Background: an optimization exercise with open tools, aiming at small area. Do not read the settings as production practice. The RTL was checked by simulation tests, not by an equivalence proof against the original design. Power figures rest on the tool's default switching activity, not on a simulated workload.

Design Mips, start of the top module:
module Mips (
    input clock,
    input reset,
    output [9:0] imem_addr,
    input [31:0] imem_data,
    output [9:0] dmem_addr,
    output [31:0] dmem_wdata,
    output dmem_we,
    input [31:0] dmem_rdata
);
For scale: ~1100 flip-flops, ~120 I/O pins, about 28000 um^2 of cells after synthesis.
clock: 15.0 ns
lec_check: 0
cap_margin: 20
core_margin: 2
core_utilization: 65
slew_margin: 20
standard.sh (not shown) runs the stock make flow with config.mk's settings and CLKGATE_MAP_FILE= SYNTH_SCRIPT=/design/flow/synth_recipe.tcl, a recipe that flattens the netlist after the stock synthesis.
==> flow/flow/run.sh <==
#!/bin/bash
# Own layout flow: the standard ORFS flow (standard.sh) with
#  - the standard synthesis script, except that Yosys does not extract full
#    adders and ABC maps with an area-oriented script (flow/area.abc);
#    registers, their names and cells are those of the standard synthesis;
#  - port buffers of the smallest buffer cell;
#  - CTS without dummy loads, with larger sink clusters.
# Every tool's output goes to the ORFS logs under orfs/logs and to own_flow.log.
set -euo pipefail
HERE=$(pwd)
S=$FLOW_HOME/scripts/synth.tcl
sed -e 's|^  extract_fa {\*}\[dont_use_extract_fa_args\]$|  # extract_fa skipped|' \
    -e "s|^  log_cmd abc {\*}\$abc_args\$|  set abc_args [lreplace \$abc_args 1 1 $HERE/flow/area.abc]\n  log_cmd abc {*}\$abc_args|" \
    "$S" > own_synth.tcl
grep -q '# extract_fa skipped' own_synth.tcl
grep -q 'flow/area.abc' own_synth.tcl
sed "s|source \$::env(SCRIPTS_DIR)/synth.tcl|source $HERE/own_synth.tcl|" synth_recipe.tcl > own_synth_recipe.tcl
grep -q own_synth.tcl own_synth_recipe.tcl
sed "s|SYNTH_SCRIPT=[^ ]*|SYNTH_SCRIPT=$HERE/own_synth_recipe.tcl|" standard.sh > own_standard.sh
grep -q own_synth_recipe.tcl own_standard.sh
export BUFFER_PORTS_ARGS="-buffer_cell sky130_fd_sc_hd__buf_1"
export CTS_ARGS="-sink_clustering_enable -repair_clock_nets -sink_clustering_size 48 -sink_clustering_max_diameter 45 -buf_list sky130_fd_sc_hd__clkbuf_16 -dont_use_dummy_load"
bash own_standard.sh > own_flow.log 2>&1
==> flow/flow/area.abc <==
strash
dch -f
amap
topo
Rerun with:
==> flow/run.sh (new file) <==
#!/bin/bash
# synth_recipe.tcl (not shown) runs the flow's synth.tcl, then flattens the netlist and writes it again
# the make line also repeats each setting of config.mk as NAME=value (left out here)
make -C /OpenROAD-flow-scripts/flow DESIGN_CONFIG=/design/flow/config.mk WORK_HOME=/design/flow/orfs CLKGATE_MAP_FILE= SYNTH_SCRIPT=/design/flow/synth_recipe.tcl finish
Settings changed: CORE_UTILIZATION 65 to 60, CTS_BUF_LIST set to sky130_fd_sc_hd__clkbuf_16, CTS_CLUSTER_DIAMETER set to 60, CTS_CLUSTER_SIZE set to 36.
removed: flow/flow/run.sh
removed: flow/flow/area.abc
removed: flow/standard.sh
Count of clock-buffer cells in the layout fell by 24.
Die area grows by 13%.
Clock power drops by about 10%.
Fmax climbs by 17%.
Sequential share of layout area falls by 3.4 points.
Hold slack gains 0.039 ns.
First-iteration DRC count decreases by 37%.
Routed wire length went down by 18%.
Rerun with:
Settings changed: CORE_UTILIZATION 60 to 30, CTS_BUF_LIST sky130_fd_sc_hd__clkbuf_16 to unset, CTS_CLUSTER_DIAMETER 60 to unset, CTS_CLUSTER_SIZE 36 to unset.
Result: The changed run completed with no timing, DRC or antenna violations. Total power rises by 22%. Final area rises by 8.5%. Utilization is lower by 31 points. Wire length goes up by 7.8%. Worst setup slack loses 0.046 ns. First-iteration DRC count drops by 13%. Sequential share of layout area went down by 5.6 points. Die area grows by 98%.
Rerun with:
Settings changed: CORE_UTILIZATION 30 to 55, CTS_BUF_LIST set to sky130_fd_sc_hd__clkbuf_8, CTS_CLUSTER_DIAMETER set to 40, CTS_CLUSTER_SIZE set to 18.
Effect:
- clock-buffer cell count fell by 34
- design area fell by 4.8%
- via count fell by 0.40%
Rerun with:
Settings changed: CTS_BUF_LIST sky130_fd_sc_hd__clkbuf_8 to sky130_fd_sc_hd__clkbuf_16, CTS_CLUSTER_DIAMETER 40 to 60, CTS_CLUSTER_SIZE 18 to 30.
The changed run produced a clean layout.
Hold slack degrades by 0.035 ns.
Routed wire length came out lower slightly.
Non-clock buffer count does not change.
Register-to-register slack improves by 0.02 ns.
Total power came out lower by roughly a tenth.
Clock-buffer cell count came out lower by 60.
Clock power came out lower by a quarter to a third.
Setup slack improves by 0.016 ns.
Utilization came out lower by 1.9 points.
Rerun with:
==> flow/flow/run.sh (new file) <==
#!/bin/bash
# Own layout flow: the standard ORFS flow (standard.sh) with
#  - the standard synthesis script, except that Yosys does not extract full
#    adders and ABC maps with an area-oriented script (flow/area.abc);
#    registers, their names and cells are those of the standard synthesis;
#  - port buffers of the smallest buffer cell;
#  - CTS without dummy loads, with larger sink clusters.
# Every tool's output goes to the ORFS logs under orfs/logs and to own_flow.log.
set -euo pipefail
HERE=$(pwd)
S=$FLOW_HOME/scripts/synth.tcl
sed -e 's|^  extract_fa {\*}\[dont_use_extract_fa_args\]$|  # extract_fa skipped|' \
    -e "s|^  log_cmd abc {\*}\$abc_args\$|  set abc_args [lreplace \$abc_args 1 1 $HERE/flow/area.abc]\n  log_cmd abc {*}\$abc_args|" \
    "$S" > own_synth.tcl
grep -q '# extract_fa skipped' own_synth.tcl
grep -q 'flow/area.abc' own_synth.tcl
sed "s|source \$::env(SCRIPTS_DIR)/synth.tcl|source $HERE/own_synth.tcl|" synth_recipe.tcl > own_synth_recipe.tcl
grep -q own_synth.tcl own_synth_recipe.tcl
sed "s|SYNTH_SCRIPT=[^ ]*|SYNTH_SCRIPT=$HERE/own_synth_recipe.tcl|" standard.sh > own_standard.sh
grep -q own_synth_recipe.tcl own_standard.sh
export BUFFER_PORTS_ARGS="-buffer_cell sky130_fd_sc_hd__buf_1"
export CTS_ARGS="-sink_clustering_enable -repair_clock_nets -sink_clustering_size 36 -sink_clustering_max_diameter 60 -buf_list sky130_fd_sc_hd__clkbuf_16 -dont_use_dummy_load"
bash own_standard.sh > own_flow.log 2>&1
==> flow/flow/area.abc (new file) <==
strash
dch -f
amap
topo
==> flow/standard.sh (new file) <==
#!/bin/bash
# synth_recipe.tcl (not shown) runs the flow's synth.tcl, then flattens the netlist and writes it again
# the make line also repeats each setting of config.mk as NAME=value (left out here)
make -C /OpenROAD-flow-scripts/flow DESIGN_CONFIG=/design/flow/config.mk WORK_HOME=/design/flow/orfs CLKGATE_MAP_FILE= SYNTH_SCRIPT=/design/flow/synth_recipe.tcl "${@:-finish}"
Settings changed: CORE_UTILIZATION 55 to 60, CTS_BUF_LIST sky130_fd_sc_hd__clkbuf_16 to unset, CTS_CLUSTER_DIAMETER 60 to unset, CTS_CLUSTER_SIZE 30 to unset.
removed: flow/run.sh
Result: The changed run ran to the end with no violations. Final area is lower by a few percent. Routed wire length went up by roughly a tenth. Final cell count grows slightly. Total power fell by a few percent. Sequential power barely changes.

-- static timing again, ports no longer ideal --
No port has a modelled driver above. Below, the same layouts with a new extraction and two added sets of constraints.
Step 1, drivers: a clkbuf_16 drives clock and a buf_2 each remaining input, both assumed.
Step 2 adds t to the input delays and takes it off the output delays; t is the mean of the earliest and latest rising clock arrival at the registers after step 1. Input paths then give back, and output paths get back, about the clock's delay inside the block.
Slacks: no drivers / after step 1 / after step 2; pairs: no drivers / after step 1.
run	t (ns)	setup slack, ns	hold slack, ns	worst setup path at the end
the first run	0.648	6.232 / 6.232 / 5.866	0.269 / 0.269 / 0.269	input to register
the second run	0.668	7.512 / 7.512 / 6.898	0.308 / 0.308 / 0.308	input to register
the third run	0.718	7.466 / 7.466 / 6.883	0.265 / 0.265 / 0.265	input to register
the fourth run	0.750	7.613 / 7.613 / 7.009	0.320 / 0.320 / 0.320	input to register
the fifth run	0.659	7.629 / 7.629 / 6.987	0.285 / 0.285 / 0.285	input to register
the sixth run	0.645	6.501 / 6.501 / 6.082	0.258 / 0.258 / 0.258	input to register
After both steps setup and hold are still met in every run listed. The setup slack of the fifth run, which loses most, moves by 0.000 ns with the drivers and by -0.642 ns with both steps.
